Context: an optimization exercise on an open-source flow, tuned for small area, a short achievable clock period and few clock cycles. The choices shown serve that exercise and are no tape-out recipe.
At most, simulation tests tie the RTL to the original design; equivalence was not proved.

==> module divider1, before the edit <==
module divider1(quotient, valid_out, divisor, dividend, valid_in, rst, clk);
  output [63:0] quotient;
  output valid_out;
  input [63:0] divisor, dividend;
  input valid_in, rst, clk;
  localparam int K  = 3;                     
  localparam int DW = 67 + K;                
  localparam int JW = 5;                     
  logic          busy;
  logic          first;   
  logic          vo;
  logic [63:0]   rr;      
  logic [DW-1:0] rd;      
  logic          sbn;     
  logic [63:0]   rq;      
  logic          neg;     
  logic [JW-1:0] cnt;     
  assign valid_out = vo | quick;
  div_neg u_neg(.q(rq), .neg(neg), .y(quotient));
  function automatic logic [6:0] bitlen(input logic [63:0] x);
    bitlen = 7'd0;
    for (int i = 0; i < 64; i++) if (x[i]) bitlen = 7'(i + 1);
  endfunction
  wire        sa = dividend[63];
  wire        sb = divisor[63];
  wire [63:0] ma = sa ? (64'd0 - dividend) : dividend;
  wire [6:0]  la = bitlen({1'b0, dividend[62:0] ^ dividend[63:1]}) + {6'd0, sa};
  wire [6:0]  lb = bitlen({1'b0, divisor[62:0] ^ divisor[63:1]});
  wire        bz = (divisor == 64'd0);
  wire        az = (dividend == 64'd0);
  logic [6:0]   lar, lbr;    
  logic         azr, bzr;    
  wire [7:0]  sdiff = {1'b0, lar} - {1'b0, lbr};
  wire        zq = azr | sdiff[7];                 
  wire [6:0]  s  = sdiff[6:0];                     
  wire        quick = first & (zq | bzr);          
  function automatic logic [JW-1:0] ncyc(input logic [6:0] x);   
    ncyc = '0;
    for (int i = 0; i < 128; i++) if (x == 7'(i)) ncyc = JW'((i + 1) / K);
  endfunction
  wire [JW-1:0] j0 = ncyc(s);
  logic [DW-1:0] dsh;
  always_comb begin
    dsh = rd;
    for (int k = 0; k < JW; k++) if (first & j0[k]) dsh = dsh << (K << k);
  end
  wire [DW-1:0] deff = dsh ^ {DW{first & sbn}};
  function automatic logic [64:0] addc(input logic [DW-1:0] a, input logic [DW-1:0] b, input logic cin);
    logic [DW:0] g, p, G, P;
    g = {a & b, cin};
    p = {a ^ b, 1'b0};
    G = g; P = p;
    for (int l = 0; (1 << l) < DW + 1; l++) begin
      logic [DW:0] G2, P2;
      G2 = G; P2 = P;
      for (int i = 0; i < DW + 1; i++) begin
        if ((i >> l) & 1) begin
          G2[i] = G[i] | (P[i] & G[((i >> l) << l) - 1]);
          P2[i] = P[i] & P[((i >> l) << l) - 1];
        end
      end
      G = G2; P = P2;
    end
    addc[64] = G[DW];
    for (int i = 0; i < 64; i++) addc[i] = p[i+1] ^ G[i];
  endfunction
  logic [63:0]   rnext;
  logic [K-1:0]  qb;
  always_comb begin
    logic [63:0]   r;
    logic [64:0]   t;
    r = rr;
    for (int j = 0; j < K; j++) begin
      if (j == 0) t = addc({{(DW-64){1'b0}}, r}, ~rd, ~sbn);
      else        t = addc({{(DW-64){1'b0}}, r}, ~(deff >> j), ~sbn);
      qb[K-1-j] = t[64] & ~(j == 0 && first);
      if (qb[K-1-j]) r = t[63:0];
    end
    rnext = r;
  end
  wire last = ((first ? j0 : cnt) == '0);
  always_ff @(posedge clk) begin
    if (rst) begin
      busy  <= 1'b0;
      first <= 1'b0;
      vo    <= 1'b0;
    end else if (!busy) begin
      busy  <= valid_in;
      first <= valid_in;
      vo    <= 1'b0;
    end else begin
      busy  <= ~last & ~quick;
      first <= 1'b0;
      vo    <= last & ~quick;
    end
  end
  always_ff @(posedge clk) begin
    if (!busy) begin
      rr    <= ma;
      rd    <= {{(DW-64){sb}}, divisor} << (K - 1);
      lar   <= la;
      lbr   <= lb;
      azr   <= az;
      bzr   <= bz;
      sbn   <= sb;
      rq    <= {63'd0, bz};
      neg   <= bz ? ~sa : (sa ^ sb);
    end else begin
      rr    <= rnext;
      rd    <= deff >> K;
      cnt   <= (first ? j0 : cnt) - 1'b1;
      rq    <= {rq[63-K:0], qb};
    end
  end
endmodule
==> flow/config.mk <==
export PLATFORM = sky130hd
export DESIGN_NAME = divider1
export DESIGN_NICKNAME = divider1
export VERILOG_FILES = /design/flow/design.v
export SDC_FILE = /design/flow/constraint.sdc
export NUM_CORES = 8
export LEC_CHECK = 0
export CAP_MARGIN = 20
export CORE_MARGIN = 2
export CORE_UTILIZATION = 40
export SLEW_MARGIN = 20
export SYNTH_HIERARCHICAL = 1
==> flow/constraint.sdc <==
create_clock -name core_clock -period 32.0 [get_ports {clk}]
set_input_delay 6.4000 -clock core_clock [delete_from_list [all_inputs] [get_ports {clk}]]
set_output_delay 6.4000 -clock core_clock [all_outputs]
set_load 0.01 [all_outputs]
standard.sh (not shown) runs the stock make flow with config.mk's settings and CLKGATE_MAP_FILE= SYNTH_SCRIPT=/design/flow/synth_recipe.tcl, a recipe that flattens the netlist after the stock synthesis.
==> flow/flow/run.sh <==
#!/bin/bash
# Own flow: the standard layout (standard synthesis, floorplan, placement,
# CTS, routing); only the timing repair is asked to leave a setup margin,
# and port buffers use another buffer cell. Clock and constraints unchanged.
set -e
bash standard.sh SETUP_SLACK_MARGIN=21 "BUFFER_PORTS_ARGS=-buffer_cell sky130_fd_sc_hd__buf_2" finish > standard_finish.log 2>&1
==> next run, changes <==
--- a/flow/design.v
+++ b/flow/design.v
@@ -67,26 +67,34 @@
   assign valid_out = vo | quick;
   div_neg u_neg(.q(rq), .neg(neg), .y(quotient));
-  function automatic logic [6:0] bitlen(input logic [63:0] x);
-    bitlen = 7'd0;
-    for (int i = 0; i < 64; i++) if (x[i]) bitlen = 7'(i + 1);
+  function automatic logic [6:0] msb(input logic [63:0] x);
+    logic [63:0] v; logic [5:0] p [64];
+    for (int i = 0; i < 64; i++) begin v[i] = x[i]; p[i] = 6'(i); end
+    for (int l = 0; l < 6; l++) begin
+      for (int i = 0; i < (32 >> l); i++) begin
+        p[i] = v[2*i+1] ? p[2*i+1] : p[2*i];
+        v[i] = v[2*i+1] | v[2*i];
+      end
+    end
+    msb = {v[0], p[0]};
   endfunction
   wire        sa = dividend[63];
   wire        sb = divisor[63];
   wire [63:0] ma = sa ? (64'd0 - dividend) : dividend;
-  wire [6:0]  la = bitlen({1'b0, dividend[62:0] ^ dividend[63:1]}) + {6'd0, sa};
-  wire [6:0]  lb = bitlen({1'b0, divisor[62:0] ^ divisor[63:1]});
+  wire [6:0]  ta = msb({1'b0, dividend[62:0] ^ dividend[63:1]});
+  wire [6:0]  tb = msb({1'b0, divisor[62:0] ^ divisor[63:1]});
+  wire [7:0]  ia = ta[6] ? {2'b0, ta[5:0]} : 8'hff;
+  wire [7:0]  nib = tb[6] ? ~{2'b0, tb[5:0]} : 8'h00;    
+  wire [7:0]  t  = ia + nib + {7'd0, sa};
   wire        bz = (divisor == 64'd0);
   wire        az = (dividend == 64'd0);
-  logic [6:0]   lar, lbr;    
+  logic [7:0]   tr;          
   logic         azr, bzr;    
-  wire [7:0]  sdiff = {1'b0, lar} - {1'b0, lbr};
-  wire        zq = azr | sdiff[7];                 
-  wire [6:0]  s  = sdiff[6:0];                     
-  wire        quick = first & (zq | bzr);          
+  wire        zq = azr | (tr[7] & (tr != 8'hff));     
+  wire        quick = first & (zq | bzr);              
   function automatic logic [JW-1:0] ncyc(input logic [6:0] x);   
     ncyc = '0;
-    for (int i = 0; i < 128; i++) if (x == 7'(i)) ncyc = JW'((i + 1) / K);
+    for (int i = 0; i < 128; i++) if (x == 7'(i)) ncyc = JW'((((i + 1) % 128) + 1) / K);
   endfunction
-  wire [JW-1:0] j0 = ncyc(s);
+  wire [JW-1:0] j0 = ncyc(tr[6:0]);
   logic [DW-1:0] dsh;
   always_comb begin
@@ -148,6 +156,5 @@
       rr    <= ma;
       rd    <= {{(DW-64){sb}}, divisor} << (K - 1);
-      lar   <= la;
-      lbr   <= lb;
+      tr    <= t;
       azr   <= az;
       bzr   <= bz;
Wire length shrinks by about a fifth. Core utilization fell by 2.7 points. Synthesized area drops by a few percent. Setup slack is better by 0.68 ns. Sequential share of layout area rose by 0.90 points. Cell area drops by roughly a tenth.
Testbench counts after the change, summed over its fixed seeds: cycles 6,098.
The RTL of the first run of this note was laid out without a check of its function.

========
Another version of the RTL of divider1 (not shown whole).
Size in the first run: about 4,200 cells after synthesis, roughly 220 flip-flops, roughly 200 I/O pins, roughly 31,000 sq um of cells after synthesis.
Design divider1, start of the top module:
module divider1(quotient, valid_out, divisor, dividend, valid_in, rst, clk);
==> module divider1, before the edit <==
module divider1(quotient, valid_out, divisor, dividend, valid_in, rst, clk);
  output [63:0] quotient;
  output valid_out;
  input [63:0] divisor, dividend;
  input valid_in, rst, clk;
  localparam int K  = 4;                     
  localparam int DW = 67 + K;                
  localparam int JW = 5;                     
  logic          busy;
  logic          first;   
  logic          vo;
  logic [63:0]   rr;      
  logic [DW-1:0] rd;      
  logic          sbn;     
  logic [63:0]   rq;      
  logic          neg;     
  logic [JW-1:0] cnt;     
  assign valid_out = vo | quick;
  div_neg u_neg(.q(rq), .neg(neg), .y(quotient));
  function automatic logic [6:0] bitlen(input logic [63:0] x);
    bitlen = 7'd0;
    for (int i = 0; i < 64; i++) if (x[i]) bitlen = 7'(i + 1);
  endfunction
  wire        sa = dividend[63];
  wire        sb = divisor[63];
  wire [63:0] ma = sa ? (64'd0 - dividend) : dividend;
  wire [6:0]  la = bitlen({1'b0, dividend[62:0] ^ dividend[63:1]}) + {6'd0, sa};
  wire [6:0]  lb = bitlen({1'b0, divisor[62:0] ^ divisor[63:1]});
  wire        bz = (divisor == 64'd0);
  wire        az = (dividend == 64'd0);
  logic [6:0]   lar, lbr;    
  logic         azr, bzr;    
  wire [7:0]  sdiff = {1'b0, lar} - {1'b0, lbr};
  wire        zq = azr | sdiff[7];                 
  wire [6:0]  s  = sdiff[6:0];                     
  wire        quick = first & (zq | bzr);          
  function automatic logic [JW-1:0] ncyc(input logic [6:0] x);   
    ncyc = '0;
    for (int i = 0; i < 128; i++) if (x == 7'(i)) ncyc = JW'((i + 1) / K);
  endfunction
  wire [JW-1:0] j0 = ncyc(s);
  logic [DW-1:0] dsh;
  always_comb begin
    dsh = rd;
    for (int k = 0; k < JW; k++) if (first & j0[k]) dsh = dsh << (K << k);
  end
  wire [DW-1:0] deff = dsh ^ {DW{first & sbn}};
  function automatic logic [64:0] addc(input logic [DW-1:0] a, input logic [DW-1:0] b, input logic cin);
    logic [DW:0] g, p, G, P;
    g = {a & b, cin};
    p = {a ^ b, 1'b0};
    G = g; P = p;
    for (int l = 0; (1 << l) < DW + 1; l++) begin
      logic [DW:0] G2, P2;
      G2 = G; P2 = P;
      for (int i = 0; i < DW + 1; i++) begin
        if ((i >> l) & 1) begin
          G2[i] = G[i] | (P[i] & G[((i >> l) << l) - 1]);
          P2[i] = P[i] & P[((i >> l) << l) - 1];
        end
      end
      G = G2; P = P2;
    end
    addc[64] = G[DW];
    for (int i = 0; i < 64; i++) addc[i] = p[i+1] ^ G[i];
  endfunction
  logic [63:0]   rnext;
  logic [K-1:0]  qb;
  always_comb begin
    logic [63:0]   r;
    logic [64:0]   t;
    r = rr;
    for (int j = 0; j < K; j++) begin
      if (j == 0) t = addc({{(DW-64){1'b0}}, r}, ~rd, ~sbn);
      else        t = addc({{(DW-64){1'b0}}, r}, ~(deff >> j), ~sbn);
      qb[K-1-j] = t[64] & ~(j == 0 && first);
      if (qb[K-1-j]) r = t[63:0];
    end
    rnext = r;
  end
  wire last = ((first ? j0 : cnt) == '0);
  always_ff @(posedge clk) begin
    if (rst) begin
      busy  <= 1'b0;
      first <= 1'b0;
      vo    <= 1'b0;
    end else if (!busy) begin
      busy  <= valid_in;
      first <= valid_in;
      vo    <= 1'b0;
    end else begin
      busy  <= ~last & ~quick;
      first <= 1'b0;
      vo    <= last & ~quick;
    end
  end
  always_ff @(posedge clk) begin
    if (!busy) begin
      rr    <= ma;
      rd    <= {{(DW-64){sb}}, divisor} << (K - 1);
      lar   <= la;
      lbr   <= lb;
      azr   <= az;
      bzr   <= bz;
      sbn   <= sb;
      rq    <= {63'd0, bz};
      neg   <= bz ? ~sa : (sa ^ sb);
    end else begin
      rr    <= rnext;
      rd    <= deff >> K;
      cnt   <= (first ? j0 : cnt) - 1'b1;
      rq    <= {rq[63-K:0], qb};
    end
  end
endmodule
export LEC_CHECK = 0
export CAP_MARGIN = 20
export CORE_MARGIN = 2
export CORE_UTILIZATION = 40
export SLEW_MARGIN = 20
export SYNTH_HIERARCHICAL = 1
create_clock -name core_clock -period 32.0 [get_ports {clk}]
Scripts as last shown in full above: flow/flow/run.sh
Change:
--- a/flow/design.v
+++ b/flow/design.v
@@ -51,9 +51,9 @@
   output [63:0] quotient;
   output valid_out;
   input [63:0] divisor, dividend;
   input valid_in, rst, clk;
-  localparam int K  = 4;                     
+  localparam int K  = 3;                     
   localparam int DW = 67 + K;                
   localparam int JW = 5;                     
   logic          busy;
   logic          first;   
@@ -63,9 +63,9 @@
   logic          sbn;     
   logic [63:0]   rq;      
   logic          neg;     
   logic [JW-1:0] cnt;     
-  assign valid_out = vo | quick;
+  assign valid_out = vo;
   div_neg u_neg(.q(rq), .neg(neg), .y(quotient));
   function automatic logic [6:0] bitlen(input logic [63:0] x);
     bitlen = 7'd0;
     for (int i = 0; i < 64; i++) if (x[i]) bitlen = 7'(i + 1);
@@ -76,19 +76,17 @@
   wire [6:0]  la = bitlen({1'b0, dividend[62:0] ^ dividend[63:1]}) + {6'd0, sa};
   wire [6:0]  lb = bitlen({1'b0, divisor[62:0] ^ divisor[63:1]});
   wire        bz = (divisor == 64'd0);
   wire        az = (dividend == 64'd0);
-  logic [6:0]   lar, lbr;    
-  logic         azr, bzr;    
-  wire [7:0]  sdiff = {1'b0, lar} - {1'b0, lbr};
-  wire        zq = azr | sdiff[7];                 
+  wire [7:0]  sdiff = {1'b0, la} - {1'b0, lb};
+  wire        zq = az | sdiff[7];                  
   wire [6:0]  s  = sdiff[6:0];                     
-  wire        quick = first & (zq | bzr);          
   function automatic logic [JW-1:0] ncyc(input logic [6:0] x);   
     ncyc = '0;
     for (int i = 0; i < 128; i++) if (x == 7'(i)) ncyc = JW'((i + 1) / K);
   endfunction
-  wire [JW-1:0] j0 = ncyc(s);
+  logic [6:0]   sr;     
+  wire [JW-1:0] j0 = ncyc(sr);
   logic [DW-1:0] dsh;
   always_comb begin
     dsh = rd;
     for (int k = 0; k < JW; k++) if (first & j0[k]) dsh = dsh << (K << k);
@@ -129,33 +127,29 @@
   end
   wire last = ((first ? j0 : cnt) == '0);
   always_ff @(posedge clk) begin
     if (rst) begin
-      busy  <= 1'b0;
-      first <= 1'b0;
-      vo    <= 1'b0;
+      busy <= 1'b0;
+      vo   <= 1'b0;
     end else if (!busy) begin
-      busy  <= valid_in;
-      first <= valid_in;
-      vo    <= 1'b0;
+      busy <= valid_in & ~(zq | bz);
+      vo   <= valid_in & (zq | bz);
     end else begin
-      busy  <= ~last & ~quick;
-      first <= 1'b0;
-      vo    <= last & ~quick;
+      busy <= ~last;
+      vo   <= last;
     end
   end
   always_ff @(posedge clk) begin
     if (!busy) begin
+      first <= 1'b1;
       rr    <= ma;
       rd    <= {{(DW-64){sb}}, divisor} << (K - 1);
-      lar   <= la;
-      lbr   <= lb;
-      azr   <= az;
-      bzr   <= bz;
+      sr    <= s;
       sbn   <= sb;
       rq    <= {63'd0, bz};
       neg   <= bz ? ~sa : (sa ^ sb);
     end else begin
+      first <= 1'b0;
       rr    <= rnext;
       rd    <= deff >> K;
       cnt   <= (first ? j0 : cnt) - 1'b1;
       rq    <= {rq[63-K:0], qb};
Outcome:
- The changed run produced a clean layout
- worst setup slack gets better by 2200 ps
- first-iteration DRC count decreases by a quarter to a third
- sequential share of layout area rises by 2.1 points
- non-clock buffer count falls by 257
- design area drops by about a fifth
- maximum frequency goes up by about a fifth
- die area falls by a little under a tenth
- area after synthesis shrinks by a little under a tenth
- count of clock-buffer cells in the layout fell by 1
- global-route usage goes down by 6.0 points
- utilization goes down by 6.3 points
No functional check of the RTL was part of any run of this note.

-- static timing again, ports no longer ideal --
How much do the figures lean on ideal ports? The routed layouts below were timed once more, with nothing changed but the port constraints. Step 1: set_driving_cell puts a clkbuf_16 on clk and a buf_2 on each other input, an assumption about the parent block. Step 2 times the ports against the registers' clock, not the clock port: input delays grow and output delays shrink by t, the midpoint of the rising clock arrivals with the driver on. a / b / c = ideal ports / drivers / drivers and shift; a / b = the first two.
| run | t, ns | setup slack, ns | worst setup path after step 2 | cell pins on the clock port's net |
|---|---|---|---|---|
| the first run of note 1 | 0.665 | 20.610 / 20.610 / 20.610 | register to register | 1 |
| the second run of note 1 | 0.665 | 21.292 / 21.325 / 20.660 | input to register | 1 |
| the first run of note 2 | 0.688 | 18.918 / 18.918 / 18.918 | register to register | 1 |
| the second run of note 2 | 0.643 | 21.166 / 21.179 / 20.536 | input to register | 1 |
After both steps every run listed still meets setup and hold. The setup slack of the second run of note 1, which loses most, moves by +0.033 ns with the drivers and by -0.632 ns with both steps.
